This design comes from an exercise in tuning for small area, a short achievable clock period and few clock cycles on the open sky130 flow, not from production work.
Where RTL was checked, it was by simulation tests only, not by an equivalence proof against the original.
The RTL of run 1 was laid out without a check of its function.
Power and IR drop assume default switching activity.

==> flow/design.v <==
module SimpleCPU(clk,rstn,imem_addr,imem_data,dmem_addr,dmem_wdata,dmem_we,dmem_rdata);
  input clk;
  input rstn;
  output [31:0] imem_addr;
  input  [31:0] imem_data;
  output [31:0] dmem_addr;
  output [31:0] dmem_wdata;
  output        dmem_we;
  input  [31:0] dmem_rdata;
  reg  [31:0] pc;
  assign imem_addr = pc;
  reg  [31:0] ir;
  reg  [31:0] pcD;
  reg         vD;
  wire [4:0] op  = ir[4:0];
  wire [4:0] rd  = ir[11:7];
  wire [4:0] rs1 = ir[19:15];
  wire [4:0] rs2 = ir[24:20];
  wire opAdd  = op == 5'd1,  opAddi = op == 5'd2,  opSub  = op == 5'd3;
  wire opAnd  = op == 5'd4,  opAndi = op == 5'd5,  opOr   = op == 5'd6;
  wire opOri  = op == 5'd7,  opXor  = op == 5'd8,  opXori = op == 5'd9;
  wire opSll  = op == 5'd10, opSlli = op == 5'd11, opSrl  = op == 5'd12;
  wire opSrli = op == 5'd13, opLui  = op == 5'd14, opLw   = op == 5'd15;
  wire opSw   = op == 5'd16, opBlt  = op == 5'd17, opBeq  = op == 5'd18;
  wire opJal  = op == 5'd19, opJalr = op == 5'd20;
  wire isBr   = opBlt | opBeq;
  wire rType  = opAdd | opSub | opAnd | opOr | opXor | opSll | opSrl;
  wire iType  = opAddi | opAndi | opOri | opXori | opSlli | opSrli | opLw | opJalr;
  wire use1   = rType | iType | opSw | isBr;
  wire use2   = rType | opSw | isBr;
  wire wrD    = rType | iType | opLui | opJal;
  wire [31:0] immI  = {{20{ir[31]}}, ir[31:20]};
  wire [31:0] zimmI = {20'b0, ir[31:20]};
  wire [31:0] immSh = {26'b0, ir[25:20]};
  wire [31:0] immS  = {{20{ir[31]}}, ir[31:25], ir[11:7]};
  wire [31:0] immU  = {ir[31:12], 12'b0};
  wire [31:0] immJ  = {{12{ir[31]}}, ir[31:12]};
  wire predT  = isBr & ((opBeq & (rs1 == rs2)) | ir[31]);
  reg         vX;
  reg  [31:0] aX, bX, tX;
  reg  [4:0]  rdX;
  reg         wrX, ldX, stX, brX, bltX, jalrX, linkX, predX;
  reg  [2:0]  aluX;    
  reg  [31:0] resM, wdM;
  reg  [4:0]  rdM;
  reg         wrM, ldM, weM;
  assign dmem_addr  = resM;
  assign dmem_wdata = wdM;
  assign dmem_we    = weM;
  wire [31:0] wbM = ldM ? dmem_rdata : resM;
  reg  [31:0] RF [0:31];
  wire [31:0] rf1 = RF[rs1];
  wire [31:0] rf2 = RF[rs2];
  wire [31:0] sum   = aX + bX;
  wire [31:0] diff  = aX - bX;
  wire        big   = |bX[31:5];
  wire [31:0] shl   = big ? 32'b0 : aX << bX[4:0];
  wire [31:0] shr   = big ? 32'b0 : aX >> bX[4:0];
  reg  [31:0] alu;
  always @(*) begin
    case (aluX)
      3'd0: alu = sum;
      3'd1: alu = diff;
      3'd2: alu = aX & bX;
      3'd3: alu = aX | bX;
      3'd4: alu = aX ^ bX;
      3'd5: alu = shl;
      default: alu = shr;
    endcase
  end
  wire [31:0] resX  = linkX ? tX : alu;
  wire        taken = bltX ? (aX < bX) : (aX == bX);
  wire redirX = vX & ((brX & (taken != predX)) | jalrX);
  wire [31:0] tgtX = jalrX ? sum : tX;
  wire hitX1 = vX & wrX & (rdX == rs1);
  wire hitX2 = vX & wrX & (rdX == rs2);
  wire hitM1 = wrM & (rdM == rs1);
  wire hitM2 = wrM & (rdM == rs2);
  wire [31:0] r1 = hitX1 ? resX : hitM1 ? wbM : rf1;
  wire [31:0] r2 = hitX2 ? resX : hitM2 ? wbM : rf2;
  wire stall = vD & vX & ldX & ((hitX1 & use1) | (hitX2 & use2));
  wire off1 = opJal ? (ir[31:12] == 20'd1) : ({ir[31:25], ir[11:7]} == 12'd1);
  wire redirD = vD & ~stall & (opJal | predT) & ~off1;
  wire [31:0] brOff = opJal ? immJ : immS;
  wire [31:0] tgtD = pcD + brOff;
  wire [31:0] pcD1 = pcD + 32'd1;
  always @(posedge clk) begin
    if (!rstn) begin
      pc <= 32'b0;
      vD <= 1'b0;
    end else if (redirX) begin
      pc <= tgtX;
      vD <= 1'b0;
    end else if (!stall) begin
      if (redirD) begin
        pc <= tgtD;
        vD <= 1'b0;
      end else begin
        pc <= pc + 32'd1;
        vD <= 1'b1;
      end
    end
    if (!stall) begin
      ir  <= imem_data;
      pcD <= pc;
    end
  end
  always @(posedge clk) begin
    if (!rstn) vX <= 1'b0;
    else vX <= vD & ~stall & ~redirX;
    aX    <= r1;
    bX    <= (rType | isBr) ? r2 :
             (opSlli | opSrli) ? immSh :
             (opAndi | opOri | opXori) ? zimmI :
             opSw ? immS : immI;
    tX    <= opSw ? r2 : opLui ? immU : (opJal | opJalr | predT) ? pcD1 : tgtD;
    rdX   <= rd;
    wrX   <= wrD;
    ldX   <= opLw;
    stX   <= opSw;
    brX   <= isBr & ~off1;
    bltX  <= opBlt;
    jalrX <= opJalr;
    linkX <= opJal | opJalr | opLui;
    predX <= predT;
    aluX  <= (opSub | isBr) ? 3'd1 : (opAnd | opAndi) ? 3'd2 : (opOr | opOri) ? 3'd3 :
             (opXor | opXori) ? 3'd4 : (opSll | opSlli) ? 3'd5 : (opSrl | opSrli) ? 3'd6 : 3'd0;
  end
  always @(posedge clk) begin
    if (!rstn) begin
      wrM <= 1'b0;
      weM <= 1'b0;
    end else begin
      wrM <= vX & wrX;
      weM <= vX & stX;
    end
    ldM  <= ldX;
    rdM  <= rdX;
    resM <= resX;
    wdM  <= tX;
  end
  wire [31:0] wdata = rstn ? wbM : 32'b0;
  genvar g;
  generate for (g = 0; g < 32; g = g + 1) begin : rf
    always @(posedge clk)
      if (!rstn | (wrM & (rdM == g))) RF[g] <= wdata;
  end endgenerate
endmodule
==> flow/flow/run.sh <==
#!/bin/bash
# Standard ORFS layout, with repair_timing asked to leave extra setup slack
# (the clock and I/O constraints are the design's own; only the repair target moves).
set -euo pipefail
MARGIN=${MARGIN:-6.5}
bash standard.sh synth > synth.log 2>&1
bash standard.sh SETUP_SLACK_MARGIN=$MARGIN finish > layout.log 2>&1
==> flow/standard.sh <==
#!/bin/bash
# synth_recipe.tcl (not shown) runs the flow's synth.tcl, then flattens the netlist and writes it again
# the make line also repeats each setting of config.mk as NAME=value (left out here)
make -C /OpenROAD-flow-scripts/flow DESIGN_CONFIG=/design/flow/config.mk WORK_HOME=/design/flow/orfs CLKGATE_MAP_FILE= SYNTH_SCRIPT=/design/flow/synth_recipe.tcl "${@:-finish}"
==> flow/config.mk <==
export PLATFORM = sky130hd
export DESIGN_NAME = SimpleCPU
export DESIGN_NICKNAME = SimpleCPU
export VERILOG_FILES = /design/flow/design.v
export SDC_FILE = /design/flow/constraint.sdc
export NUM_CORES = 4
export LEC_CHECK = 0
export CAP_MARGIN = 20
export CORE_MARGIN = 2
export CORE_UTILIZATION = 40
export PLACE_DENSITY = 0.6
export SLEW_MARGIN = 20
==> flow/constraint.sdc <==
create_clock -name core_clock -period 10.0 [get_ports {clk}]
set_input_delay 2.0000 -clock core_clock [delete_from_list [all_inputs] [get_ports {clk}]]
set_output_delay 2.0000 -clock core_clock [all_outputs]
set_load 0.01 [all_outputs]
==> summary.txt, run 1 <==
Pwr:
- The switching power share of the total is a little over a third.
- The cell internal power dissipation is 0.0121 W.
- In this run, flip-flops and latches consume 42.5% of the power.
- The power dissipated by switching net loads is 0.00668 W.
- Combinational cells account for 28.2% of the total power.
- The power per standard cell area is 226 nW/um^2.
- The worst-case vdd ir drop is 0.176 mV.
- The reported leakage power is 29.9 nW.
- The post-route total power is between 0.015 and 0.02 W.
- The share of total power dissipated in the clock network is between 20% and 30%.

CTS:
- The number of H-tree levels is 4.
- TritonCTS built the clock tree.
- The later pin in the worst-skew pair is clocked with a latency of roughly 0.85 ns.
- CTS saw 1304 sinks.
- The clock transition at the registers of the reported paths is 0.06 ns.
- The number of buffers added by the clock tree synthesis step is roughly 140.
- The longest clock path from root to sink contains 3 buffers.
- The master cell of the clock root buffer is sky130_fd_sc_hd__clkbuf_16.

Die:
- After floorplanning, the core was divided into ~150 placement rows.
- The floorplan die area is approximately 170000 um^2.
- The die is 411 um tall.
- The die span in x is 411 um.
- The starting utilization of the core area is 40.2%.
- The core outline area is 165000 um^2.
- The I/O pin total is 163.

Synthesis:
- Counting instances in the post-synthesis netlist gives the leading cell types as 1086 x sky130_fd_sc_hd__edfxtp_1, 631 x sky130_fd_sc_hd__a22oi_1, 465 x sky130_fd_sc_hd__nand2_1.
- The total of flip-flops plus latches after synthesis is 1304.
- Summed over its instances, the top area cell type makes up 49.3% of the synthesized netlist area.
- The leading cell type by number of instances after synthesis is sky130_fd_sc_hd__edfxtp_1.
- The synthesized design contains 1086 enable-type register cells.
- The per-instance average area after synthesis is about 11 um^2.
- The synthesis warning total is 2.
- The cell type with the largest total area after synthesis is sky130_fd_sc_hd__edfxtp_1.
- The share of synthesized flip-flops with an asynchronous set or reset is 0%.
- Summing the areas of all fa, ha and maj instances in the mapped netlist gives 2.55% of the synthesized area.
- Summing the areas of all and, or, nand and nor instances in the mapped netlist gives 10.1% of the synthesized area.
- The post-synthesis instance area is 66200 um^2.
- By area, the combinational part of the netlist is dominated by compound AO/OA/AOI/OAI gates.
- Synthesis produced a netlist with a net count of between 6k and 7k.
- The portion of synthesized area spent on multiplexers is 3.62%.
- The gate count of the mapped netlist is 5846.
- The dominant synthesized flop cell is sky130_fd_sc_hd__edfxtp_1.
- In this run, distinct cell masters in the synthesized netlist total 97.
- The fraction of synthesized cell area in xor and xnor cells is 1.72%.
- By area the synthesized netlist is led by sky130_fd_sc_hd__edfxtp_1 49%, sky130_fd_sc_hd__a22oi_1 7.2%, sky130_fd_sc_hd__dfxtp_1 6.6%.
- Of the synthesized area, sequential elements account for 55.9%.
- Summing the areas of all compound-gate instances in the mapped netlist gives 22.5% of the synthesized area.

STA:
- The number of hold violations in the final report came to 0.
- The setup TNS is 0 ns.
- The period utilization is 39.1%.
- Setup violations remaining at the end of the flow were counted as 0.
- The setup skew after layout is 0.0558 ns.
- In this run the tightest slew margin relative to its limit is around an eighth.
- Static timing analysis puts the maximum clock frequency at 256 MHz.
- At the pin with the least slew margin, the transition time is 1.32 ns.
- Setup repair after global routing could not meet its margin everywhere.
- The final count of pins violating max slew was 0.
- The clock period minus worst slack is ~4 ns.

Setup path:
- In this run the worst path has a maximum fanout of 7.
- Data on the critical path is required at its endpoint by 10.65 ns.
- STA classifies the critical path startpoint as a flip-flop.
- The kind of capture point of the worst setup path is a flip-flop.
- The kind of critical path is reg -> reg.
- At the worst endpoint, the arrival time is around 4.6 ns.

Flow run:
- Across the run, the number of max-cap violations was 0.

GRT:
- The largest net degree at the start of global routing is 66.
- The total routing resource utilization after global routing is about two fifths.
- The first-pass GRT wire length is between 400000 and 500000 um.
- The initial antenna violation count is 24.
- The number of global-route vias before repair came to 58.3k.
- For this run the aggregate overflow at the end of global routing stands at 0.

Layout:
- At the end of the flow the core is filled with cells to 50.3%.
- Summing all non-filler instances in the final layout gives an area of ~83000 um^2.
- The growth of design area from synthesis to finish is 25.2%.
- The layout net count is 6410.
- The ratio of cells with drive above 1 in the final layout is between 20% and 30%.

Outcome:
- The flow ran to the end and the layout has no timing, DRC or antenna violations.

Routing:
- The detailed router finished its first iteration with 12.0k violations.
- The aggregate routed wire length is 358000 um.
- Summing over every cut layer, the via total after detailed routing is 62.5k.
- The first detailed-routing pass ran for 12 iterations.
- Dividing the detail-routed via count by the number of cells gives 7.32.
- The DRC violation count after routing is 0.
- The detail route stage leaves a number of antenna-violating nets equal to 0.
- After detailed routing, the average wire length per cell comes to 42.0 um.

Place:
- The wire-length estimate of the detail-placed layout is 210000 um.
- The total placed instance area is 71200 um^2.
- At the end of routability-driven placement, the weighted congestion stood at 1.02.
- The count of buffers added on input and output ports is 160.

Worst hold path:
- The path type of the worst min-delay path is reg -> reg.
## per-layer routing
metal	GRT usage [%]	part of all wire, %	up-vias
met5	1.36	0.18	-
met4	32.0	10	34
met3	18.2	16	2106
met2	59.0	41	6306
met1	47.1	32	30169
li1	-	-	23918
## state kept, by name, indices dropped and copies added (netlist names), 32 cells and up
| name | cells |
|---|---|
| pcD | 32 |
| bX | 32 |
| resM | 32 |
| tX | 32 |
| wdM | 32 |
| pc | 32 |
| aX | 32 |
| RF | 1024 |
## cells in the final DEF (no fill, tap or decap), types with 79 or more instances in the layout
master and instances:
sky130_fd_sc_hd__mux2i_1 82, sky130_fd_sc_hd__nand2_1 437, sky130_fd_sc_hd__a22o_1 182, sky130_fd_sc_hd__a22oi_1 629
sky130_fd_sc_hd__edfxtp_1 1086, sky130_fd_sc_hd__nor2_1 270, sky130_fd_sc_hd__ha_1 79, sky130_fd_sc_hd__o21ai_0 148
sky130_fd_sc_hd__buf_4 346, sky130_fd_sc_hd__a21oi_1 285, sky130_fd_sc_hd__dfxtp_1 132, sky130_fd_sc_hd__inv_1 150
sky130_fd_sc_hd__nand3_1 110, sky130_fd_sc_hd__a221oi_1 179, sky130_fd_sc_hd__nand4_1 134, sky130_fd_sc_hd__clkbuf_16 146
## path summary, 6_finish.rpt
path,startpoint,endpoint,slack [ns],cells after the start
setup / recovery,ir[3],tX[29],6.09,19
hold / removal,ldX,ldM,0.36,0
setup reg to reg,ir[3],tX[29],6.09,19
hold reg to reg,ldX,ldM,0.36,0
## through the flow
step           setup WS (ns)  hold WS (ns)  std cells
2_1_floorplan           6.20         0.331       5846
3_3_place_gp            3.90         0.350       7954
3_5_place_dp            3.84         0.354       7955
4_1_cts                 6.07         0.355       8401
5_1_grt                 5.97         0.361       8518
6_report                6.09         0.358       8537
## kinds of logic after synthesis
group                      after synthesis
AOI/OAI and AO/OA                     2080
and+or+nand+nor                       1413
DFF                                   1304
buffers and inverters                  597
muxes                                  189
adders and majority gates              133
xor gates and xnor gates               130
## worst max-delay path: stages, from the launching register on
cell	delay (ns)
sky130_fd_sc_hd__edfxtp_1	0.43
sky130_fd_sc_hd__buf_6	0.16
sky130_fd_sc_hd__nor3b_4	0.19
sky130_fd_sc_hd__buf_6	0.15
sky130_fd_sc_hd__nand3_4	0.18
sky130_fd_sc_hd__nand2_2	0.11
sky130_fd_sc_hd__nand2_2	0.07
sky130_fd_sc_hd__ha_4	0.28
sky130_fd_sc_hd__o211ai_1	0.10
sky130_fd_sc_hd__o21a_2	0.25
sky130_fd_sc_hd__a2111oi_4	0.41
sky130_fd_sc_hd__o211ai_1	0.16
sky130_fd_sc_hd__buf_4	0.18
sky130_fd_sc_hd__o31ai_4	0.17
sky130_fd_sc_hd__buf_6	0.16
sky130_fd_sc_hd__a31oi_4	0.09
sky130_fd_sc_hd__a21oi_2	0.18
sky130_fd_sc_hd__xnor2_2	0.17
sky130_fd_sc_hd__a21o_1	0.23
sky130_fd_sc_hd__a22oi_1	0.08
## power by group through the flow
stage / logic, W / clock network [W] / registers (W)
3_5_place_dp: 0.00409 / 0 / 0.00801
3_3_place_gp: 0.00410 / 0 / 0.00800
4_1_cts: 0.00461 / 0.00548 / 0.00792
5_1_grt: 0.00537 / 0.00568 / 0.00801
2_1_floorplan: 0.00219 / 0 / 0.00767
6_report: 0.00528 / 0.00550 / 0.00795
## timing repair
action | CTS | global route
pin swaps | 103 | 185
gates resized for setup | 759 | 334
setup endpoints to repair | 1566 | 169
cloned | 12 | 4
hold buffers | 0 | 0
setup buffers | 170 | 112
## layout make-up
| type | instances | area, um^2 |
|---|---|---|
| fill | 14312 | 81800 |
| sequential | 1304 | 37200 |
| multi-input combinational | 3950 | 31100 |
| timing repair buffer | 645 | 6260 |
| clock buffer | 176 | 3760 |
| tap | 2189 | 2740 |
| clock inverter | 88 | 1050 |
| inverter | 166 | 664 |
| antenna | 19 | 47.5 |
==> run 2, diff against run 1 <==
--- a/flow/design.v
+++ b/flow/design.v
@@ -78,7 +78,13 @@
   wire hitM2 = wrM & (rdM == rs2);
   wire [31:0] r1 = hitX1 ? resX : hitM1 ? wbM : rf1;
   wire [31:0] r2 = hitX2 ? resX : hitM2 ? wbM : rf2;
-  wire stall = vD & vX & ldX & ((hitX1 & use1) | (hitX2 & use2));
+  reg  stall;
+  wire [4:0] fop = imem_data[4:0];
+  wire fUse1 = (fop >= 5'd1 && fop <= 5'd13) || (fop >= 5'd15 && fop <= 5'd18) || fop == 5'd20;
+  wire fUse2 = fop == 5'd1 || fop == 5'd3 || fop == 5'd4 || fop == 5'd6 || fop == 5'd8 ||
+               fop == 5'd10 || fop == 5'd12 || (fop >= 5'd16 && fop <= 5'd18);
+  wire stallN = vD & ~stall & ~redirX & opLw &
+                ((fUse1 & (imem_data[19:15] == rd)) | (fUse2 & (imem_data[24:20] == rd)));
   wire off1 = opJal ? (ir[31:12] == 20'd1) : ({ir[31:25], ir[11:7]} == 12'd1);
   wire redirD = vD & ~stall & (opJal | predT) & ~off1;
   wire [31:0] brOff = opJal ? immJ : immS;
@@ -106,6 +112,8 @@
     end
   end
   always @(posedge clk) begin
+    if (!rstn) stall <= 1'b0;
+    else stall <= stallN;
     if (!rstn) vX <= 1'b0;
     else vX <= vD & ~stall & ~redirX;
     aX    <= r1;
==> run 2 against run 1 <==
  * Still clean on timing, DRC and antenna
  * Critical path depth down 1
  * Final cell count grew 3.5%
  * Power increased by 1.9%
  * Register-to-register slack better by 0.06 ns
  * Synthesized cell count increased by 5.5%
  * Die area rose by 2.9%
  * Combinational power is 8.1% higher
  * Clock power decreased by 0.7%
  * Global-route usage rose by 0.30 points
  * Routed wire length rose by 3.7%
  * Critical path type unchanged
  * Sequential share of layout area fell by 0.85 points
==> summary.txt, run 2 <==
Layout:
- The leading cell type in the layout, fill and taps excluded is sky130_fd_sc_hd__edfxtp_1 (unchanged).
- The growth of design area from synthesis to finish was 24.0% (was 25.2%).
- The summed area of non-filler cells in the final layout is 84500 um^2 (was 82900 um^2).
- The ratio of cells with drive above 1 in the final layout is 22.6% (was 23.6%).
- The register ranked first by flip-flop count is RF (unchanged).
- The layout net count is 6702 (was 6410).
- The number of flip-flops in the largest register is 1024 (unchanged).
- Top library cells by usage in the layout, fill and taps aside: 1086 x sky130_fd_sc_hd__edfxtp_1, 873 x sky130_fd_sc_hd__a22oi_1, 487 x sky130_fd_sc_hd__nand2_1 (was 1086 x sky130_fd_sc_hd__edfxtp_1, 629 x sky130_fd_sc_hd__a22oi_1, 437 x sky130_fd_sc_hd__nand2_1).

CTS:
- The number of buffers added by the clock tree synthesis step was 142 (was 144).
- The clock transition at the registers of the reported paths is 0.06 ns (about the same).
- The number of clock sinks came to 1305 (was 1304).
- The clock tree from TritonCTS is yes (unchanged).
- The master cell of the clock root buffer is sky130_fd_sc_hd__clkbuf_16 (unchanged).
- The maximum root-to-sink buffer count is 3 (unchanged).
- The quantity of hold-fixing buffers added after cts is 0 (unchanged).
- The later-pin clock latency in the skew report is 0.87 ns (was 0.85 ns).
- The number of H-tree levels is 4 (unchanged).

STA:
- The clock period minus worst slack was 3.85 ns (was 3.91 ns).
- Unrepaired setup endpoints after global routing: yes (unchanged).
- The worst hold-check slack is 0.330 ns (was 0.358 ns).
- The worst slew slack as a fraction of its limit was 14.0% (was 11.9%).
- The period utilization is 38.5% (was 39.1%).
- The achievable frequency is 260 MHz (was 256 MHz).
- The setup skew after layout is 0.0905 ns (was 0.0558 ns).
- The count of final setup violators came to 0 (unchanged).
- The setup TNS is 0 ns (unchanged).
- The number of hold violations in the final report is 0 (unchanged).
- The worst-margin pin slew was 1.29 ns (was 1.32 ns).
- The final count of pins violating max slew is 0 (unchanged).

Die:
- The starting utilization of the core area is 40.2% (about the same).
- The floorplan die area is 174000 um^2 (was 169000 um^2).
- The die outline height was 417 um (was 411 um).
- The core outline area came to 169000 um^2 (was 165000 um^2).
- The die span in x was 417 um (was 411 um).
- The I/O pin total was 163 (unchanged).
- The cell row count is 151 (was 149).

Setup path:
- The biggest fanout along the worst timing path is 3 (was 7).
- The kind of capture point of the worst setup path is a flip-flop (unchanged).
- The reg2reg setup slack is 6.15 ns (was 6.09 ns).
- The data arrival time of the critical path is 4.61 ns (was 4.56 ns).
- The type of element launching the critical path was a flip-flop (unchanged).
- The worst path required time is 10.77 ns (was 10.65 ns).
- The kind of critical path is reg -> reg (unchanged).

GRT:
- The first-pass GRT wire length is 497000 um (was 478000 um).
- The initial antenna violation count is 27 (was 24).
- The largest net degree at the start of global routing is 79 (was 66).
- The total routing resource utilization after global routing is 41.2% (was 40.9%).
- The total global routing overflow came to 0 (unchanged).
- The number of global-route vias before repair is 60.6k (was 58.3k).

Pwr:
- The reported leakage power is 31.0 nW (was 29.9 nW).
- The worst-case vdd ir drop is 0.187 mV (was 0.176 mV).
- The power per standard cell area came to 226 nW/um^2 (about the same).

Synthesis:
- The gate count of the mapped netlist is 6169 (was 5846).
- The leading cell type by number of instances after synthesis is sky130_fd_sc_hd__edfxtp_1 (unchanged).
- The distinct cell type count of the synthesized netlist is 107 (was 97).
- The portion of synthesized cell area occupied by the leading cell type was 47.9% (was 49.3%).
- The post-synthesis instance area came to 68100 um^2 (was 66200 um^2).
- The number of enable-type register cells in the synthesized netlist is 1086 (unchanged).
- The share of synthesized flip-flops with an asynchronous set or reset was 0% (unchanged).
- Commonest cells in the netlist: 1086 x sky130_fd_sc_hd__edfxtp_1, 875 x sky130_fd_sc_hd__a22oi_1, 512 x sky130_fd_sc_hd__nand2_1 (was 1086 x sky130_fd_sc_hd__edfxtp_1, 631 x sky130_fd_sc_hd__a22oi_1, 465 x sky130_fd_sc_hd__nand2_1).
- The share of the yosys chip area belonging to registers is 54.3% (was 55.9%).
- The dominant synthesized flop cell is sky130_fd_sc_hd__edfxtp_1 (unchanged).
- Cell types with the largest area share after synthesis: sky130_fd_sc_hd__edfxtp_1 48%, sky130_fd_sc_hd__a22oi_1 9.6%, sky130_fd_sc_hd__dfxtp_1 6.4% (was sky130_fd_sc_hd__edfxtp_1 49%, sky130_fd_sc_hd__a22oi_1 7.2%, sky130_fd_sc_hd__dfxtp_1 6.6%).
- The total of flip-flops plus latches after synthesis came to 1305 (was 1304).
- The synthesis warning total came to 2 (unchanged).
- The per-instance average area after synthesis was 11.0 um^2 (was 11.3 um^2).
- The cell type with the largest total area after synthesis is sky130_fd_sc_hd__edfxtp_1 (unchanged).
- The number of nets in the synthesized netlist is 6379 (was 6045).

Place:
- The final estimated routing congestion in global placement is 1.03 (was 1.02).
- The number of buffer cells added on primary ports is 160 (unchanged).
- The placed wire-length estimate after detailed placement is 216000 um (was 210000 um).
- The total placed instance area is 73200 um^2 (was 71200 um^2).

Worst hold path:
- The path type of the worst min-delay path was reg -> reg (unchanged).

Outcome:
- Result of the run: no timing/DRC/antenna violations (unchanged).

Routing:
- The residual antenna-violating net count after detailed routing is 0 (unchanged).
- The DRC violation count after routing was 0 (unchanged).
- The number of DRC markers after the initial detailed-route iteration was 13.1k (was 12.0k).
- The count of vias placed by the detailed router is 65.4k (was 62.5k).
- The number of search-and-repair iterations in the first detailed-routing pass is 10 (was 12).
- The aggregate routed wire length is 372000 um (was 358000 um).
- The routed wire length per instance came to 42.0 um (about the same).
- The average via count per standard cell came to 7.40 (was 7.32).

Flow run:
- The number of max-capacitance violations reported is 0 (unchanged).
run 2: per-stage QoR:
| stage | total power, W | setup slack (ns) | util, % | cells |
|---|---|---|---|---|
| after global routing | 0.0194 | 6.11 | 49.9 | 8822 |
| final | 0.0191 | 6.15 | 49.9 | 8838 |
| after global placement | 0.0124 | 4.57 | 43.2 | 8301 |
| after detailed placement | 0.0124 | 4.54 | 43.2 | 8301 |
| after floorplan | 0.0101 | 6.20 | - | 6169 |
| after CTS | 0.0184 | 6.29 | 48.5 | 8736 |
run 2: worst paths after layout:
kind / startpoint / end / depth (start not counted)
setup reg to reg: ir[3] / tX[26] / 18
hold / removal: ldX / ldM / 0
hold reg to reg: ldX / ldM / 0
setup / recovery: ir[3] / tX[26] / 18
run 2: where the power goes:
part	internal [W]	switching, W	leakage (nW)
combinational	0.00188	0.00383	15.7
clock	0.00303	0.00243	2.30
sequential	0.00719	0.000725	13.0
run 2: area by class of cell:
type | count | area, um^2
fillers | 14963 | 84800
flip-flops and latches | 1305 | 37200
multi-input cells | 4270 | 33000
repair buffers | 632 | 6090
clock buffers | 182 | 3840
well taps | 2218 | 2780
clock inverters | 74 | 930
inverters | 141 | 553
diodes | 16 | 40.0
run 2: metal layers:
layer | share of wire [%] | vias to the layer above | track usage, %
met3 | 16 | 2134 | 18.1
met1 | 32 | 31565 | 47.7
met4 | 10 | 26 | 31.4
met5 | 0.097 | - | 0.278
li1 | - | 24945 | -
met2 | 41 | 6700 | 59.7
run 2: cells by family after synthesis:
logic type	after synthesis	share of synthesized area, %
AO/OA/AOI/OAI	2051	21.2
AND/OR/NAND/NOR	1743	12.6
flip-flops	1305	54.3
buffers and inverters	595	3.55
multiplexers	202	3.98
adder cells (fa/ha/maj)	145	2.69
XOR/XNOR	128	1.65
run 2: worst max-delay path, cell delays in order (launching register included):
cell                        delay, ns
sky130_fd_sc_hd__edfxtp_1        0.44
sky130_fd_sc_hd__nor3b_4         0.29
sky130_fd_sc_hd__buf_4           0.17
sky130_fd_sc_hd__and3_4          0.22
sky130_fd_sc_hd__nand2_2         0.06
sky130_fd_sc_hd__nand2_2         0.08
sky130_fd_sc_hd__ha_4            0.14
sky130_fd_sc_hd__inv_2           0.04
sky130_fd_sc_hd__fa_2            0.35
sky130_fd_sc_hd__nor2b_2         0.16
sky130_fd_sc_hd__o2111ai_2       0.17
sky130_fd_sc_hd__a21oi_2         0.24
sky130_fd_sc_hd__o31a_1          0.32
sky130_fd_sc_hd__o21ai_4         0.12
sky130_fd_sc_hd__buf_6           0.13
sky130_fd_sc_hd__o31ai_4         0.22
sky130_fd_sc_hd__xor2_2          0.35
sky130_fd_sc_hd__a211oi_2        0.15
sky130_fd_sc_hd__o22ai_1         0.16
run 2: repair_timing:
item                                    in CTS  in global routing
gates cloned                                13                  1
gates resized for setup                    732                345
setup buffers                              166                 84
endpoints found under the setup margin     770                242
pin swaps                                  148                142
Testbench counts of run 2, summed over its fixed seeds: cycles 68,763.
==> run 3, diff against run 2 <==
==> flow/flow/run.sh (replaced) <==
#!/bin/bash
# Standard ORFS layout with two changes to how it is made (the clock and I/O
# constraints stay the design's own):
#  - repair_timing is asked to leave extra setup slack (SETUP_SLACK_MARGIN),
#  - the port buffers that buffer_ports inserts are buf_4 cells rather than the
#    delay cell it picks by default (every port still gets its own buffer).
set -euo pipefail
MARGIN=${MARGIN:-6.5}
bash standard.sh synth > synth.log 2>&1
bash standard.sh SETUP_SLACK_MARGIN=$MARGIN "BUFFER_PORTS_ARGS=-buffer_cell sky130_fd_sc_hd__buf_4" finish > layout.log 2>&1
--- a/flow/config.mk
+++ b/flow/config.mk
@@ -7,6 +7,6 @@
 export LEC_CHECK = 0
 export CAP_MARGIN = 20
 export CORE_MARGIN = 2
-export CORE_UTILIZATION = 40
-export PLACE_DENSITY = 0.6
+export CORE_UTILIZATION = 50
+export PLACE_DENSITY = 0.65
 export SLEW_MARGIN = 20
==> run 3 against run 2 <==
  * Now fails the layout checks on max-capacitance violations, max-slew violations
  * Final cell count decreased by 4.5%
  * Critical endpoint is now aX[30]
  * Hold slack improved by 0.0082 ns
  * Area after synthesis unchanged
  * Clock skew decreased by 0.027 ns
  * First-iteration DRC count increased by 1.5%
  * Fmax decreased by 0.55%
  * Sequential share of layout area increased by 0.29 points
  * Global-route usage increased by 8.9 points
  * Routed wire length decreased by 0.66%
==> summary.txt, run 3 <==
Setup path:
- The critical path startpoint is ldM (was ir[3]).
- The endpoint of the most critical register-to-register path is aX[30] (was tX[26]).
- The kind of critical path is reg -> reg (unchanged).
- The kind of capture point of the worst setup path is a flip-flop (unchanged).
- The reg2reg setup slack came to 6.13 ns (was 6.15 ns).
- The type of element launching the critical path is a flip-flop (unchanged).
- The cell depth of the worst flop-to-flop path was 4 (was 18).
- The critical path endpoint is aX[30] (was tX[26]).
- The start of the worst register-to-register path is ldM (was ir[3]).
- The biggest fanout along the worst timing path was 19 (was 3).
- The data arrival time of the critical path is 4.51 ns (was 4.61 ns).
- The worst path required time is 10.64 ns (was 10.77 ns).

CTS:
- The clock transition at the registers of the reported paths is 0.06 ns (about the same).
- The clock tree from TritonCTS is yes (unchanged).
- The number of H-tree levels came to 4 (unchanged).
- The later-pin clock latency in the skew report is 0.81 ns (was 0.87 ns).
- The master cell of the clock root buffer is sky130_fd_sc_hd__clkbuf_16 (unchanged).
- The number of buffers added by the clock tree synthesis step is 140 (was 142).
- The number of clock sinks came to 1305 (unchanged).
- The maximum root-to-sink buffer count is 3 (unchanged).

Synthesis:
- The dominant synthesized flop cell is sky130_fd_sc_hd__edfxtp_1 (unchanged).
- The gate count of the mapped netlist came to 6169 (unchanged).
- The post-synthesis instance area is 68100 um^2 (unchanged).
- The main combinational cell family by area after synthesis was compound AO/OA/AOI/OAI gates (unchanged).
- The share of synthesized flip-flops with an asynchronous set or reset came to 0% (unchanged).
- The number of nets in the synthesized netlist is 6379 (unchanged).
- The fraction of synthesized cell area in xor and xnor cells is 1.65% (unchanged).
- The leading cell type by number of instances after synthesis is sky130_fd_sc_hd__edfxtp_1 (unchanged).
- The distinct cell type count of the synthesized netlist is 107 (unchanged).
- The share of the yosys chip area belonging to registers is 54.3% (unchanged).
- The post-synthesis compound-gate area fraction came to 21.2% (unchanged).
- The cell type with the largest total area after synthesis is sky130_fd_sc_hd__edfxtp_1 (unchanged).
- Commonest cells in the netlist: 1086 x sky130_fd_sc_hd__edfxtp_1, 875 x sky130_fd_sc_hd__a22oi_1, 512 x sky130_fd_sc_hd__nand2_1 (unchanged).
- The synthesis warning total is 2 (unchanged).
- The number of enable-type register cells in the synthesized netlist is 1086 (unchanged).
- The post-synthesis share of cell area spent on full adders, half adders and majority gates is 2.69% (unchanged).
- The per-instance average area after synthesis came to 11.0 um^2 (unchanged).
- Cell types with the largest area share after synthesis: sky130_fd_sc_hd__edfxtp_1 48%, sky130_fd_sc_hd__a22oi_1 9.6%, sky130_fd_sc_hd__dfxtp_1 6.4% (unchanged).
- The multiplexer share of the synthesized area is 3.98% (unchanged).
- The simple-gate area share of the yosys netlist is 12.6% (unchanged).
- The total of flip-flops plus latches after synthesis is 1305 (unchanged).
- The portion of synthesized cell area occupied by the leading cell type came to 47.9% (unchanged).

STA:
- Unrepaired setup endpoints after global routing: yes (unchanged).
- The worst hold-check slack came to 0.338 ns (was 0.330 ns).
- The number of hold violations in the final report was 0 (unchanged).
- The clock period minus worst slack is 3.87 ns (was 3.85 ns).
- The worst slew slack as a fraction of its limit is -22.1% (was 14.0%).
- The final count of pins violating max slew was 16 (was 0).
- The period utilization came to 38.7% (was 38.5%).
- The count of final setup violators is 0 (unchanged).
- The setup skew after layout was 0.0638 ns (was 0.0905 ns).
- The worst-margin pin slew was 1.78 ns (was 1.29 ns).
- The setup TNS is 0 ns (unchanged).
- The achievable frequency is 259 MHz (was 260 MHz).

Outcome:
- Result of the run: finished with violations (was no timing/DRC/antenna violations).
- The layout checks failed on max-capacitance violations, max-slew violations.

Die:
- The floorplan die area is 139000 um^2 (was 174000 um^2).
- The cell row count is 135 (was 151).
- The die span in x came to 373 um (was 417 um).
- The I/O pin total is 163 (unchanged).
- The starting utilization of the core area was 50.3% (was 40.2%).
- The core outline area is 135000 um^2 (was 169000 um^2).
- The die outline height was 373 um (was 417 um).

Layout:
- The layout net count came to 6745 (was 6702).
- The register ranked first by flip-flop count is RF (unchanged).
- The number of flip-flops in the largest register is 1024 (unchanged).
- The growth of design area from synthesis to finish is 23.0% (was 24.0%).
- The post-layout instance count excluding filler cells is 8440 (was 8838).
- The leading cell type in the layout, fill and taps excluded is sky130_fd_sc_hd__edfxtp_1 (unchanged).
- The ratio of cells with drive above 1 in the final layout was 24.9% (was 22.6%).
- Top library cells by usage in the layout, fill and taps aside: 1086 x sky130_fd_sc_hd__edfxtp_1, 863 x sky130_fd_sc_hd__a22oi_1, 523 x sky130_fd_sc_hd__buf_4 (was 1086 x sky130_fd_sc_hd__edfxtp_1, 873 x sky130_fd_sc_hd__a22oi_1, 487 x sky130_fd_sc_hd__nand2_1).
- The count of fill cells added during filler insertion came to 10.7k (was 15.0k).

Place:
- The number of buffer cells added on primary ports is 160 (unchanged).
- The placed wire-length estimate after detailed placement is 212000 um (was 216000 um).
- The final estimated routing congestion in global placement is 1.04 (was 1.03).
- The number of cells in the design after placement is 7839 (was 8301).

Routing:
- The residual antenna-violating net count after detailed routing is 0 (unchanged).
- The count of vias placed by the detailed router came to 65.9k (was 65.4k).
- The average via count per standard cell was 7.81 (was 7.40).
- The number of DRC markers after the initial detailed-route iteration is 13.3k (was 13.1k).
- The aggregate routed wire length is 369000 um (was 372000 um).
- The number of search-and-repair iterations in the first detailed-routing pass is 10 (unchanged).
- The routed wire length per instance is 43.7 um (was 42.0 um).
- The DRC violation count after routing is 0 (unchanged).

GRT:
- The total routing resource utilization after global routing came to 50.1% (was 41.2%).
- The largest net degree at the start of global routing is 71 (was 79).
- The initial antenna violation count is 23 (was 27).
- The total global routing overflow is 0 (unchanged).
- The first-pass GRT wire length came to 485000 um (was 497000 um).
- The number of global-route vias before repair is 60.3k (was 60.6k).

Pwr:
- The power per standard cell area is 227 nW/um^2 (was 226 nW/um^2).
- The worst-case vdd ir drop is 0.196 mV (was 0.187 mV).
- The reported leakage power is 31.2 nW (was 31.0 nW).

Flow run:
- The number of max-capacitance violations reported came to 4 (was 0).

Worst hold path:
- The path type of the worst min-delay path was reg -> reg (unchanged).
run 3: routing by layer:
layer  vias to the layer above  track usage (%)  part of all wire [%]
li1                      25034                -                     -
met1                     31345             58.1                    31
met2                      7100             71.8                    40
met3                      2406             20.8                    16
met4                        16             42.8                    12
met5                         -                0                 0.048
run 3: cells by family after synthesis:
family | count (synthesis)
buffers and inverters | 595
AO/OA/AOI/OAI | 2051
multiplexers | 202
AND/OR/NAND/NOR | 1743
adder cells (fa/ha/maj) | 145
XOR/XNOR | 128
flip-flops | 1305
run 3: per-stage QoR:
stage | total power (W) | setup slack (ns) | util, % | instance area [um^2]
floorplan | 0.0101 | 6.20 | - | 68300
global placement | 0.0124 | 4.64 | 53.2 | 72000
detailed placement | 0.0124 | 4.55 | 53.2 | 72000
CTS | 0.0183 | 6.35 | 59.7 | 80800
global route | 0.0193 | 6.13 | 61.9 | 83700
finish | 0.0190 | 6.13 | 61.9 | 83700
run 3: area by class of cell:
type                    count  area, um^2  area share [%]
repair buffers            668        6350            7.59
well taps                1781        2230            2.66
clock buffers             163        3670            4.39
inverters                 141         547           0.653
clock inverters            91        1050            1.26
multi-input cells        4279       32700            39.1
diodes                     12        30.0          0.0359
flip-flops and latches   1305       37100            44.4
run 3: worst min path at each step:
stage | from | to | slack, ns | depth (start not counted)
final | ldX | ldM | 0.34 | 0
after global routing | ldX | ldM | 0.34 | 0
after CTS | ldX | ldM | 0.34 | 0
after detailed placement | ldX | ldM | 0.33 | 0
after global placement | ldX | ldM | 0.31 | 0
after floorplan | ldX | ldM | 0.31 | 0
run 3: power breakdown:
part           internal [W]  leakage, nW  switching (W)
Combinational       0.00184         15.9        0.00382
Sequential          0.00719         13.0       0.000781
Clock               0.00301         2.27        0.00239
run 3: what timing repair did:
item	CTS	global route
hold endpoints to repair	0	0
pin swaps	136	132
buffers inserted	175	129
setup endpoints to repair	803	420
hold buffers	0	0
resized for setup	548	338
gates cloned	10	20
run 3: worst max-delay path, cell delays in order, from the launching register on:
cell and delay, ns:
sky130_fd_sc_hd__dfxtp_2 0.90, sky130_fd_sc_hd__buf_4 0.42, sky130_fd_sc_hd__mux2i_1 1.42, sky130_fd_sc_hd__o211ai_1 0.65, sky130_fd_sc_hd__o21a_1 0.28
==> run 4, diff against run 3 <==
--- a/flow/design.v
+++ b/flow/design.v
@@ -9,8 +9,15 @@
   input  [31:0] dmem_rdata;
   reg  [31:0] pc;
   assign imem_addr = pc;
+  wire        fJal  = imem_data[4:0] == 5'd19;
+  wire        fBr   = (imem_data[4:0] == 5'd17) | (imem_data[4:0] == 5'd18);
+  wire        fPred = fBr & (imem_data[31] | ((imem_data[4:0] == 5'd18) & (imem_data[19:15] == imem_data[24:20])));
+  wire [31:0] fTgtJ = pc + {{12{imem_data[31]}}, imem_data[31:12]};
+  wire [31:0] fTgtB = pc + {{20{imem_data[31]}}, imem_data[31:25], imem_data[11:7]};
+  wire [31:0] fSeq  = pc + 32'd1;
   reg  [31:0] ir;
-  reg  [31:0] pcD;
+  reg  [31:0] altD;
+  reg         predD;
   reg         vD;
   wire [4:0] op  = ir[4:0];
   wire [4:0] rd  = ir[11:7];
@@ -34,8 +41,7 @@
   wire [31:0] immSh = {26'b0, ir[25:20]};
   wire [31:0] immS  = {{20{ir[31]}}, ir[31:25], ir[11:7]};
   wire [31:0] immU  = {ir[31:12], 12'b0};
-  wire [31:0] immJ  = {{12{ir[31]}}, ir[31:12]};
-  wire predT  = isBr & ((opBeq & (rs1 == rs2)) | ir[31]);
+  wire predT  = predD;
   reg         vX;
   reg  [31:0] aX, bX, tX;
   reg  [4:0]  rdX;
@@ -85,30 +91,24 @@
                fop == 5'd10 || fop == 5'd12 || (fop >= 5'd16 && fop <= 5'd18);
   wire stallN = vD & ~stall & ~redirX & opLw &
                 ((fUse1 & (imem_data[19:15] == rd)) | (fUse2 & (imem_data[24:20] == rd)));
-  wire off1 = opJal ? (ir[31:12] == 20'd1) : ({ir[31:25], ir[11:7]} == 12'd1);
-  wire redirD = vD & ~stall & (opJal | predT) & ~off1;
-  wire [31:0] brOff = opJal ? immJ : immS;
-  wire [31:0] tgtD = pcD + brOff;
-  wire [31:0] pcD1 = pcD + 32'd1;
+  wire off1 = {ir[31:25], ir[11:7]} == 12'd1;
+  wire        goF   = rstn & ~redirX & ~stall;
+  wire        selJ  = goF & fJal;
+  wire        selB  = goF & ~fJal & fPred;
+  wire        selS  = goF & ~fJal & ~fPred;
+  wire        selX  = rstn & redirX;
+  wire        selH  = rstn & ~redirX & stall;
+  wire [31:0] pcN   = ({32{selJ}} & fTgtJ) | ({32{selB}} & fTgtB) | ({32{selS}} & fSeq) |
+                      ({32{selX}} & tgtX) | ({32{selH}} & pc);
   always @(posedge clk) begin
-    if (!rstn) begin
-      pc <= 32'b0;
-      vD <= 1'b0;
-    end else if (redirX) begin
-      pc <= tgtX;
-      vD <= 1'b0;
-    end else if (!stall) begin
-      if (redirD) begin
-        pc <= tgtD;
-        vD <= 1'b0;
-      end else begin
-        pc <= pc + 32'd1;
-        vD <= 1'b1;
-      end
-    end
+    pc <= pcN;
+    if (!rstn) vD <= 1'b0;
+    else if (redirX) vD <= 1'b0;
+    else if (!stall) vD <= 1'b1;
     if (!stall) begin
       ir  <= imem_data;
-      pcD <= pc;
+      altD <= (fBr & ~fPred) ? fTgtB : fSeq;
+      predD <= fPred;
     end
   end
   always @(posedge clk) begin
@@ -121,7 +121,7 @@
              (opSlli | opSrli) ? immSh :
              (opAndi | opOri | opXori) ? zimmI :
              opSw ? immS : immI;
-    tX    <= opSw ? r2 : opLui ? immU : (opJal | opJalr | predT) ? pcD1 : tgtD;
+    tX    <= opSw ? r2 : opLui ? immU : altD;
     rdX   <= rd;
     wrX   <= wrD;
     ldX   <= opLw;
--- a/flow/flow/run.sh
+++ b/flow/flow/run.sh
@@ -5,6 +5,6 @@
 #  - the port buffers that buffer_ports inserts are buf_4 cells rather than the
 #    delay cell it picks by default (every port still gets its own buffer).
 set -euo pipefail
-MARGIN=${MARGIN:-6.5}
+MARGIN=${MARGIN:-6.0}
 bash standard.sh synth > synth.log 2>&1
 bash standard.sh SETUP_SLACK_MARGIN=$MARGIN "BUFFER_PORTS_ARGS=-buffer_cell sky130_fd_sc_hd__buf_4" finish > layout.log 2>&1
--- a/flow/config.mk
+++ b/flow/config.mk
@@ -7,6 +7,6 @@
 export LEC_CHECK = 0
 export CAP_MARGIN = 20
 export CORE_MARGIN = 2
-export CORE_UTILIZATION = 50
-export PLACE_DENSITY = 0.65
+export CORE_UTILIZATION = 40
+export PLACE_DENSITY = 0.6
 export SLEW_MARGIN = 20
==> run 4 against run 3 <==
  * Now clean on timing, DRC and antenna
  * Die area up 25%
  * Power shrank 4.0%
  * Flip-flop and latch count is 1 higher
==> summary.txt, run 4 <==
CTS:
- The number of clock sinks is 1306 (was 1305).
- The number of buffers added by the clock tree synthesis step is 141 (was 140).
- The clock tree from TritonCTS is yes (unchanged).
- The maximum root-to-sink buffer count came to 3 (unchanged).
- The number of H-tree levels is 4 (unchanged).
- The master cell of the clock root buffer is sky130_fd_sc_hd__clkbuf_16 (unchanged).
- The later-pin clock latency in the skew report is 0.85 ns (was 0.81 ns).
- The clock transition at the registers of the reported paths is 0.06 ns (about the same).

STA:
- The setup TNS is 0 ns (unchanged).
- The slack of the critical path came to 5.72 ns (was 6.13 ns).
- The worst hold-check slack is 0.341 ns (was 0.338 ns).
- The worst-margin pin slew came to 1.20 ns (was 1.78 ns).
- The setup skew after layout was 0.0911 ns (was 0.0638 ns).
- Unrepaired setup endpoints after global routing: yes (unchanged).
- The number of hold violations in the final report is 0 (unchanged).
- The count of final setup violators is 0 (unchanged).
- The worst slew slack as a fraction of its limit was 20.2% (was -22.1%).
- The achievable frequency is 233 MHz (was 259 MHz).
- The final count of pins violating max slew is 0 (was 16).
- The clock period minus worst slack is 4.28 ns (was 3.87 ns).
- The period utilization is 42.8% (was 38.7%).

Layout:
- The number of flip-flops in the largest register was 1024 (unchanged).
- The layout net count was 6530 (was 6745).
- The register ranked first by flip-flop count is RF (unchanged).
- The growth of design area from synthesis to finish is 17.0% (was 23.0%).
- The ratio of cells with drive above 1 in the final layout came to 17.6% (was 24.9%).
- The leading cell type in the layout, fill and taps excluded is sky130_fd_sc_hd__edfxtp_1 (unchanged).
- The count of fill cells added during filler insertion is 15.4k (was 10.7k).
- Top library cells by usage in the layout, fill and taps aside: 1087 x sky130_fd_sc_hd__edfxtp_1, 877 x sky130_fd_sc_hd__a22oi_1, 520 x sky130_fd_sc_hd__nand2_1 (was 1086 x sky130_fd_sc_hd__edfxtp_1, 863 x sky130_fd_sc_hd__a22oi_1, 523 x sky130_fd_sc_hd__buf_4).
- The sequential cell area in the final layout is 37100 um^2 (about the same).
- The multi-input gate area in the final layout was 30900 um^2 (was 32700 um^2).
- The post-layout instance count excluding filler cells came to 8655 (was 8440).

Synthesis:
- The portion of synthesized cell area occupied by the leading cell type came to 47.9% (about the same).
- Cell types with the largest area share after synthesis: sky130_fd_sc_hd__edfxtp_1 48%, sky130_fd_sc_hd__a22oi_1 9.7%, sky130_fd_sc_hd__dfxtp_1 6.4% (was sky130_fd_sc_hd__edfxtp_1 48%, sky130_fd_sc_hd__a22oi_1 9.6%, sky130_fd_sc_hd__dfxtp_1 6.4%).
- Commonest cells in the netlist: 1087 x sky130_fd_sc_hd__edfxtp_1, 877 x sky130_fd_sc_hd__a22oi_1, 523 x sky130_fd_sc_hd__nand2_1 (was 1086 x sky130_fd_sc_hd__edfxtp_1, 875 x sky130_fd_sc_hd__a22oi_1, 512 x sky130_fd_sc_hd__nand2_1).
- The share of the yosys chip area belonging to registers came to 54.4% (was 54.3%).
- The synthesis warning total is 2 (unchanged).
- The cell type with the largest total area after synthesis is sky130_fd_sc_hd__edfxtp_1 (unchanged).
- The leading cell type by number of instances after synthesis is sky130_fd_sc_hd__edfxtp_1 (unchanged).
- The number of enable-type register cells in the synthesized netlist is 1087 (was 1086).
- The per-instance average area after synthesis is 11.1 um^2 (was 11.0 um^2).
- The distinct cell type count of the synthesized netlist was 100 (was 107).
- The number of nets in the synthesized netlist is 6378 (was 6379).
- The dominant synthesized flop cell is sky130_fd_sc_hd__edfxtp_1 (unchanged).
- The total of flip-flops plus latches after synthesis is 1306 (was 1305).
- The share of synthesized flip-flops with an asynchronous set or reset was 0% (unchanged).
- The gate count of the mapped netlist came to 6160 (was 6169).
- The post-synthesis instance area is 68100 um^2 (about the same).

Routing:
- The residual antenna-violating net count after detailed routing is 0 (unchanged).
- The DRC violation count after routing is 0 (unchanged).
- The aggregate routed wire length is 362000 um (was 369000 um).
- The routed wire length per instance is 41.8 um (was 43.7 um).
- The average via count per standard cell is 7.36 (was 7.81).
- The number of DRC markers after the initial detailed-route iteration is 14.0k (was 13.3k).
- The count of vias placed by the detailed router is 63.7k (was 65.9k).
- The number of search-and-repair iterations in the first detailed-routing pass came to 13 (was 10).

GRT:
- The initial antenna violation count is 23 (unchanged).
- The total routing resource utilization after global routing was 40.1% (was 50.1%).
- The largest net degree at the start of global routing was 65 (was 71).
- The total global routing overflow is 0 (unchanged).
- The first-pass GRT wire length came to 483000 um (was 485000 um).
- The number of global-route vias before repair was 58.1k (was 60.3k).

Setup path:
- The biggest fanout along the worst timing path is 26 (was 19).
- The start of the worst register-to-register path is ir[22] (was ldM).
- The kind of capture point of the worst setup path is a flip-flop (unchanged).
- The worst path required time was 10.61 ns (was 10.64 ns).
- The endpoint of the most critical register-to-register path is bX[4] (was aX[30]).
- The cell depth of the worst flop-to-flop path is 11 (was 4).
- The data arrival time of the critical path is 4.89 ns (was 4.51 ns).
- The type of element launching the critical path is a flip-flop (unchanged).
- The kind of critical path was reg -> reg (unchanged).
- The reg2reg setup slack is 5.72 ns (was 6.13 ns).

Worst hold path:
- The destination of the worst hold path is ldM (unchanged).
- The hold-critical path depth is 0 (unchanged).
- The path type of the worst min-delay path is reg -> reg (unchanged).
- The start point of the worst hold path is ldX (unchanged).

Place:
- The number of cells in the design after placement came to 8308 (was 7839).
- The placed wire-length estimate after detailed placement was 217000 um (was 212000 um).
- The number of buffer cells added on primary ports was 160 (unchanged).
- The final estimated routing congestion in global placement is 1.03 (was 1.04).
- The worst setup slack after placement came to 4.80 ns (was 4.55 ns).

Die:
- The I/O pin total is 163 (unchanged).
- The die outline height is 417 um (was 373 um).
- The cell row count is 151 (was 135).
- The core outline area is 169000 um^2 (was 135000 um^2).
- The floorplan die area came to 174000 um^2 (was 139000 um^2).
- The starting utilization of the core area is 40.2% (was 50.3%).
- The die span in x came to 417 um (was 373 um).

Pwr:
- The reported leakage power was 29.6 nW (was 31.2 nW).
- The worst-case vdd ir drop is 0.176 mV (was 0.196 mV).
- The power per standard cell area is 229 nW/um^2 (was 227 nW/um^2).
- The post-route total power came to 0.0183 W (was 0.0190 W).

Flow run:
- The number of max-capacitance violations reported is 0 (was 4).

Outcome:
- Result of the run: no timing/DRC/antenna violations (was finished with violations).
run 4: power breakdown:
| part | switching, W | internal [W] | leakage [nW] |
|---|---|---|---|
| clock network | 0.00238 | 0.00297 | 2.25 |
| logic | 0.00351 | 0.00152 | 14.4 |
| registers | 0.000732 | 0.00716 | 13.0 |
run 4: worst max path at each step:
| stage | from | slack, ns | cells after the start | end |
|---|---|---|---|---|
| after global placement | bX[2] | 4.82 | 13 | tX[14] |
| after global routing | ir[23] | 5.74 | 12 | bX[4] |
| after CTS | bX[1] | 5.86 | 12 | bX[17] |
| after floorplan | rstn | 5.61 | 4 | RF[1][0] |
| final | ir[22] | 5.72 | 11 | bX[4] |
| after detailed placement | bX[2] | 4.80 | 13 | aX[27] |
run 4: final cells by class:
type	count	area share, %
multi-input cells	4262	38.8
well taps	2218	3.48
clock inverters	78	1.14
clock buffers	175	4.67
diodes	15	0.0471
repair buffers	436	4.55
inverters	165	0.782
flip-flops and latches	1306	46.5
run 4: layer usage:
layer	routed length [um]	part of all wire [%]	track usage, %
met3	61900	17	16.1
met2	140000	39	54.2
met4	30800	8.5	25.4
met1	129000	36	53.1
met5	186	0.051	0.278
run 4: metrics by stage:
| step | util (%) | cell area, um^2 |
|---|---|---|
| CTS | 46.5 | 78700 |
| global placement | 43.1 | 73000 |
| global route | 47.1 | 79700 |
| detailed placement | 43.1 | 73000 |
| floorplan | - | 68500 |
| finish | 47.1 | 79700 |
run 4: cell families after synthesis:
| kind of cell | Yosys count | share of synthesized area, % |
|---|---|---|
| AO/OA/AOI/OAI | 2065 | 21.3 |
| XOR/XNOR | 146 | 1.88 |
| adder cells (fa/ha/maj) | 153 | 2.85 |
| buffers and inverters | 594 | 3.42 |
| flip-flops | 1306 | 54.4 |
| multiplexers | 227 | 4.35 |
| AND/OR/NAND/NOR | 1669 | 11.8 |
run 4: worst max-delay path: stages, from the launching register on:
cell and delay [ns]:
sky130_fd_sc_hd__edfxtp_1 0.35, sky130_fd_sc_hd__buf_4 0.24, sky130_fd_sc_hd__and3b_2 0.53, sky130_fd_sc_hd__and2_2 0.39, sky130_fd_sc_hd__buf_4 0.71, sky130_fd_sc_hd__a22oi_1 0.15
sky130_fd_sc_hd__nand3_1 0.15, sky130_fd_sc_hd__nor4_1 0.09, sky130_fd_sc_hd__o221ai_2 0.48, sky130_fd_sc_hd__a21boi_0 0.44, sky130_fd_sc_hd__nor2_1 0.11, sky130_fd_sc_hd__a31oi_2 0.40
run 4: timing repair:
item / in CTS / in global routing
pin swaps: 23 / 17
buffers inserted: 37 / 34
hold endpoints to repair: 0 / 0
cloned: 6 / 1
endpoints found under the setup margin: 146 / 116
resized for setup: 146 / 128
hold buffers: 0 / 0
Testbench counts of run 4, summed over its fixed seeds: cycles 65,348.
==> run 5, diff against run 4 <==
--- a/flow/config.mk
+++ b/flow/config.mk
@@ -7,6 +7,6 @@
 export LEC_CHECK = 0
 export CAP_MARGIN = 20
 export CORE_MARGIN = 2
-export CORE_UTILIZATION = 40
-export PLACE_DENSITY = 0.6
+export CORE_UTILIZATION = 50
+export PLACE_DENSITY = 0.65
 export SLEW_MARGIN = 20
==> run 5 against run 4 <==
  * Still clean
  * Clock power up 1%
  * Area after synthesis stayed put
  * Clock skew decreased by 0.040 ns
  * Fmax shrank 3.6%
  * Final cell count shrank 5.1%
  * Register-to-register slack got worse by 0.16 ns
  * Critical endpoint is now bX[2]
  * Core utilization up 11 points
  * Worst setup slack got worse by 0.16 ns
  * First-iteration DRC count is 5.6% higher
==> summary.txt, run 5 <==
Setup path:
- The start of the worst register-to-register path is ir[20] (was ir[22]).
- The cell depth of the worst flop-to-flop path is 12 (was 11).
- The type of element launching the critical path is a flip-flop (unchanged).
- The kind of capture point of the worst setup path is a flip-flop (unchanged).
- The kind of critical path is reg -> reg (unchanged).
- The reg2reg setup slack was 5.56 ns (was 5.72 ns).
- The biggest fanout along the worst timing path is 19 (was 26).
- The data arrival time of the critical path is 5.14 ns (was 4.89 ns).
- The worst path required time came to 10.70 ns (was 10.61 ns).
- The endpoint of the most critical register-to-register path is bX[2] (was bX[4]).

Synthesis:
- The dominant synthesized flop cell is sky130_fd_sc_hd__edfxtp_1 (unchanged).
- Commonest cells in the netlist: 1087 x sky130_fd_sc_hd__edfxtp_1, 877 x sky130_fd_sc_hd__a22oi_1, 523 x sky130_fd_sc_hd__nand2_1 (unchanged).
- The distinct cell type count of the synthesized netlist is 100 (unchanged).
- The per-instance average area after synthesis is 11.1 um^2 (unchanged).
- The share of synthesized flip-flops with an asynchronous set or reset is 0% (unchanged).
- Cell types with the largest area share after synthesis: sky130_fd_sc_hd__edfxtp_1 48%, sky130_fd_sc_hd__a22oi_1 9.7%, sky130_fd_sc_hd__dfxtp_1 6.4% (unchanged).
- The leading cell type by number of instances after synthesis was sky130_fd_sc_hd__edfxtp_1 (unchanged).
- The gate count of the mapped netlist is 6160 (unchanged).
- The cell type with the largest total area after synthesis is sky130_fd_sc_hd__edfxtp_1 (unchanged).
- The total of flip-flops plus latches after synthesis is 1306 (unchanged).
- The number of enable-type register cells in the synthesized netlist is 1087 (unchanged).
- The post-synthesis instance area came to 68100 um^2 (unchanged).
- The share of the yosys chip area belonging to registers is 54.4% (unchanged).
- The number of nets in the synthesized netlist came to 6378 (unchanged).
- The synthesis warning total is 2 (unchanged).
- The portion of synthesized cell area occupied by the leading cell type is 47.9% (unchanged).

Layout:
- The layout net count is 6525 (was 6530).
- The post-layout instance count excluding filler cells is 8217 (was 8655).
- The ratio of cells with drive above 1 in the final layout was 17.3% (was 17.6%).
- The number of flip-flops in the largest register came to 1024 (unchanged).
- The count of fill cells added during filler insertion is 11.1k (was 15.4k).
- The growth of design area from synthesis to finish came to 16.0% (was 17.0%).
- The leading cell type in the layout, fill and taps excluded is sky130_fd_sc_hd__edfxtp_1 (unchanged).
- Top library cells by usage in the layout, fill and taps aside: 1087 x sky130_fd_sc_hd__edfxtp_1, 877 x sky130_fd_sc_hd__a22oi_1, 520 x sky130_fd_sc_hd__nand2_1 (unchanged).
- The register ranked first by flip-flop count is RF (unchanged).

Worst hold path:
- The path type of the worst min-delay path is reg -> reg (unchanged).
- The start point of the worst hold path is ldX (unchanged).
- The destination of the worst hold path was ldM (unchanged).
- The hold-critical path depth came to 0 (unchanged).

GRT:
- The largest net degree at the start of global routing is 62 (was 65).
- The number of global-route vias before repair is 58.9k (was 58.1k).
- The total routing resource utilization after global routing is 48.9% (was 40.1%).
- The total global routing overflow is 0 (unchanged).
- The first-pass GRT wire length came to 474000 um (was 483000 um).
- The initial antenna violation count came to 15 (was 23).

CTS:
- The number of buffers added by the clock tree synthesis step is 140 (was 141).
- The clock transition at the registers of the reported paths is 0.06 ns (about the same).
- The number of H-tree levels is 4 (unchanged).
- The clock tree from TritonCTS is yes (unchanged).
- The quantity of hold-fixing buffers added after cts was 0 (unchanged).
- The number of clock sinks is 1306 (unchanged).
- The maximum root-to-sink buffer count is 3 (unchanged).
- The master cell of the clock root buffer is sky130_fd_sc_hd__clkbuf_16 (unchanged).
- The later-pin clock latency in the skew report is 0.84 ns (was 0.85 ns).

Pwr:
- The power per standard cell area is 231 nW/um^2 (was 229 nW/um^2).
- The worst-case vdd ir drop is 0.168 mV (was 0.176 mV).
- The portion of total power attributed to the clock network came to 29.7% (was 29.3%).
- The reported leakage power came to 29.5 nW (was 29.6 nW).
- The power dissipated by switching net loads came to 0.00652 W (was 0.00662 W).
- The relative contribution of combinational cells to total power came to 26.8% (was 27.6%).
- The sequential cell fraction of total power came to 43.5% (was 43.2%).
- The cell internal power dissipation is 0.0117 W (about the same).
- The switching power share of the total came to 35.8% (was 36.2%).

Die:
- The starting utilization of the core area is 50.3% (was 40.2%).
- The floorplan die area came to 139000 um^2 (was 174000 um^2).
- The die outline height is 373 um (was 417 um).
- The cell row count is 135 (was 151).
- The I/O pin total is 163 (unchanged).
- The die span in x is 373 um (was 417 um).
- The core outline area was 135000 um^2 (was 169000 um^2).

STA:
- The setup skew after layout is 0.0513 ns (was 0.0911 ns).
- The clock period minus worst slack was 4.44 ns (was 4.28 ns).
- The achievable frequency is 225 MHz (was 233 MHz).
- The final count of pins violating max slew is 0 (unchanged).
- The worst slew slack as a fraction of its limit is 12.6% (was 20.2%).
- Unrepaired setup endpoints after global routing: yes (unchanged).
- The setup TNS is 0 ns (unchanged).
- The number of hold violations in the final report is 0 (unchanged).
- The worst-margin pin slew came to 1.27 ns (was 1.20 ns).
- The count of final setup violators is 0 (unchanged).
- The period utilization came to 44.4% (was 42.8%).

Place:
- The number of cells in the design after placement is 7871 (was 8308).
- The number of buffer cells added on primary ports came to 160 (unchanged).
- The placed wire-length estimate after detailed placement came to 209000 um (was 217000 um).
- The final estimated routing congestion in global placement is 1.04 (was 1.03).

Flow run:
- The number of max-capacitance violations reported is 0 (unchanged).

Routing:
- The number of search-and-repair iterations in the first detailed-routing pass is 10 (was 13).
- The aggregate routed wire length is 352000 um (was 362000 um).
- The DRC violation count after routing came to 0 (unchanged).
- The routed wire length per instance was 42.9 um (was 41.8 um).
- The count of vias placed by the detailed router is 64.7k (was 63.7k).
- The average via count per standard cell is 7.87 (was 7.36).
- The residual antenna-violating net count after detailed routing is 0 (unchanged).
- The number of DRC markers after the initial detailed-route iteration came to 14.7k (was 14.0k).

Outcome:
- Result of the run: no timing/DRC/antenna violations (unchanged).
[run 5: kinds of logic (layout without fill, tap and decap cells)]
logic type / after synthesis / in the layout / synth area share (%)
buf+inv: 594 / 853 / 3.42
flops: 1306 / 1306 / 54.4
mux: 227 / 228 / 4.35
simple gates: 1669 / 1671 / 11.8
fa+ha+maj: 153 / 153 / 2.85
xor+xnor: 146 / 146 / 1.88
other cells: 0 / 14 / 0
compound gates: 2065 / 2065 / 21.3
[run 5: layout make-up]
cell class,count,area (um^2),area share (%)
flip-flops and latches,1306,37100,46.9
multi-input cells,4263,30800,39.0
clock buffers,171,3720,4.71
repair buffers,431,3510,4.44
well taps,1781,2230,2.82
clock inverters,86,993,1.26
inverters,165,623,0.789
diodes,14,35.0,0.0443
[run 5: repair_timing]
action / CTS / global route
pin swaps: 21 / 26
cloned: 3 / 4
resized for setup: 150 / 110
setup endpoints to repair: 176 / 150
buffers inserted: 39 / 29
[run 5: how the worst max path moves through the flow]
stage | start | end | cells after the start | slack [ns]
3_3_place_gp | bX[0] | tX[22] | 13 | 4.84
6_report | ir[20] | bX[2] | 12 | 5.56
3_5_place_dp | bX[0] | tX[22] | 13 | 4.80
5_1_grt | aX[15] | aX[30] | 14 | 5.91
4_1_cts | aX[13] | tX[23] | 11 | 5.97
2_1_floorplan | rstn | RF[1][0] | 4 | 5.61
[run 5: worst max-delay path, cell delays in order (launching register included)]
cell,delay (ns)
sky130_fd_sc_hd__edfxtp_1,0.37
sky130_fd_sc_hd__buf_4,0.26
sky130_fd_sc_hd__nor2_1,0.25
sky130_fd_sc_hd__buf_4,0.34
sky130_fd_sc_hd__and2_4,0.60
sky130_fd_sc_hd__buf_4,0.61
sky130_fd_sc_hd__a22oi_1,0.18
sky130_fd_sc_hd__nand2_1,0.14
sky130_fd_sc_hd__nor3_1,0.07
sky130_fd_sc_hd__nand2_1,0.07
sky130_fd_sc_hd__o211ai_1,0.37
sky130_fd_sc_hd__a31oi_2,0.66
sky130_fd_sc_hd__a21o_1,0.33
[run 5: through the flow]
stage / total power [W] / setup slack, ns / hold WS (ns) / area, um^2 / utilization [%]
final: 0.0182 / 5.56 / 0.328 / 79000 / 58.4
after CTS: 0.0177 / 5.97 / 0.326 / 78200 / 57.8
after global routing: 0.0185 / 5.91 / 0.330 / 79000 / 58.4
after floorplan: 0.0100 / 5.61 / 0.310 / 68500 / -
after global placement: 0.0122 / 4.84 / 0.310 / 72500 / 53.6
after detailed placement: 0.0122 / 4.80 / 0.313 / 72500 / 53.6
[run 5: power by group through the flow]
stage | clock (W) | sequential (W) | combinational, W
6_report | 0.00541 | 0.00793 | 0.00488
5_1_grt | 0.00558 | 0.00798 | 0.00492
3_3_place_gp | 0 | 0.00795 | 0.00427
2_1_floorplan | 0 | 0.00768 | 0.00232
3_5_place_dp | 0 | 0.00796 | 0.00428
4_1_cts | 0.00536 | 0.00786 | 0.00443
[run 5: metal layers]
metal	up-vias	GRT usage, %	wire length (um)
met1	30817	64.9	121000
met5	-	0.454	96
met2	7516	64.4	134000
met4	8	30.9	29400
met3	1810	21.7	67700
li1	24515	-	-

separate check: timing with driven ports:
How much do the figures lean on ideal ports? The routed layouts below were timed once more, with nothing changed but the port constraints.
Step 1 sets driving cells, clkbuf_16 on the clock port and buf_2 on the other inputs (assumed; they add their load-dependent delay and slew).
Step 2 moves the port delays by t, midway between the first and last clock arrival at a register: inputs arrive t later, outputs are due t later. That takes back most of the time a late clock gives input paths.
Slacks: ideal ports / drivers / drivers and shift; pairs: ideal ports / drivers.
run | t (ns) | slack for setup (ns) | worst hold slack (ns) | worst slew at a driven data input, ns | cell pins on the clock port's net
run 1 | 0.908 | 6.093 / 6.093 / 5.519 | 0.358 / 0.358 / 0.358 | 0.07 | 1
run 2 | 0.919 | 6.154 / 6.154 / 5.576 | 0.330 / 0.330 / 0.330 | 0.05 | 1
run 3 | 0.866 | 6.133 / 6.133 / 5.449 | 0.338 / 0.338 / 0.338 | 0.10 | 1
run 4 | 0.885 | 5.715 / 5.715 / 5.062 | 0.341 / 0.341 / 0.341 | 0.07 | 1
run 5 | 0.907 | 5.556 / 5.556 / 5.271 | 0.328 / 0.328 / 0.328 | 0.06 | 1
The setup slack of run 3, which loses most, moves by 0.000 ns with the drivers and by -0.684 ns with both steps.
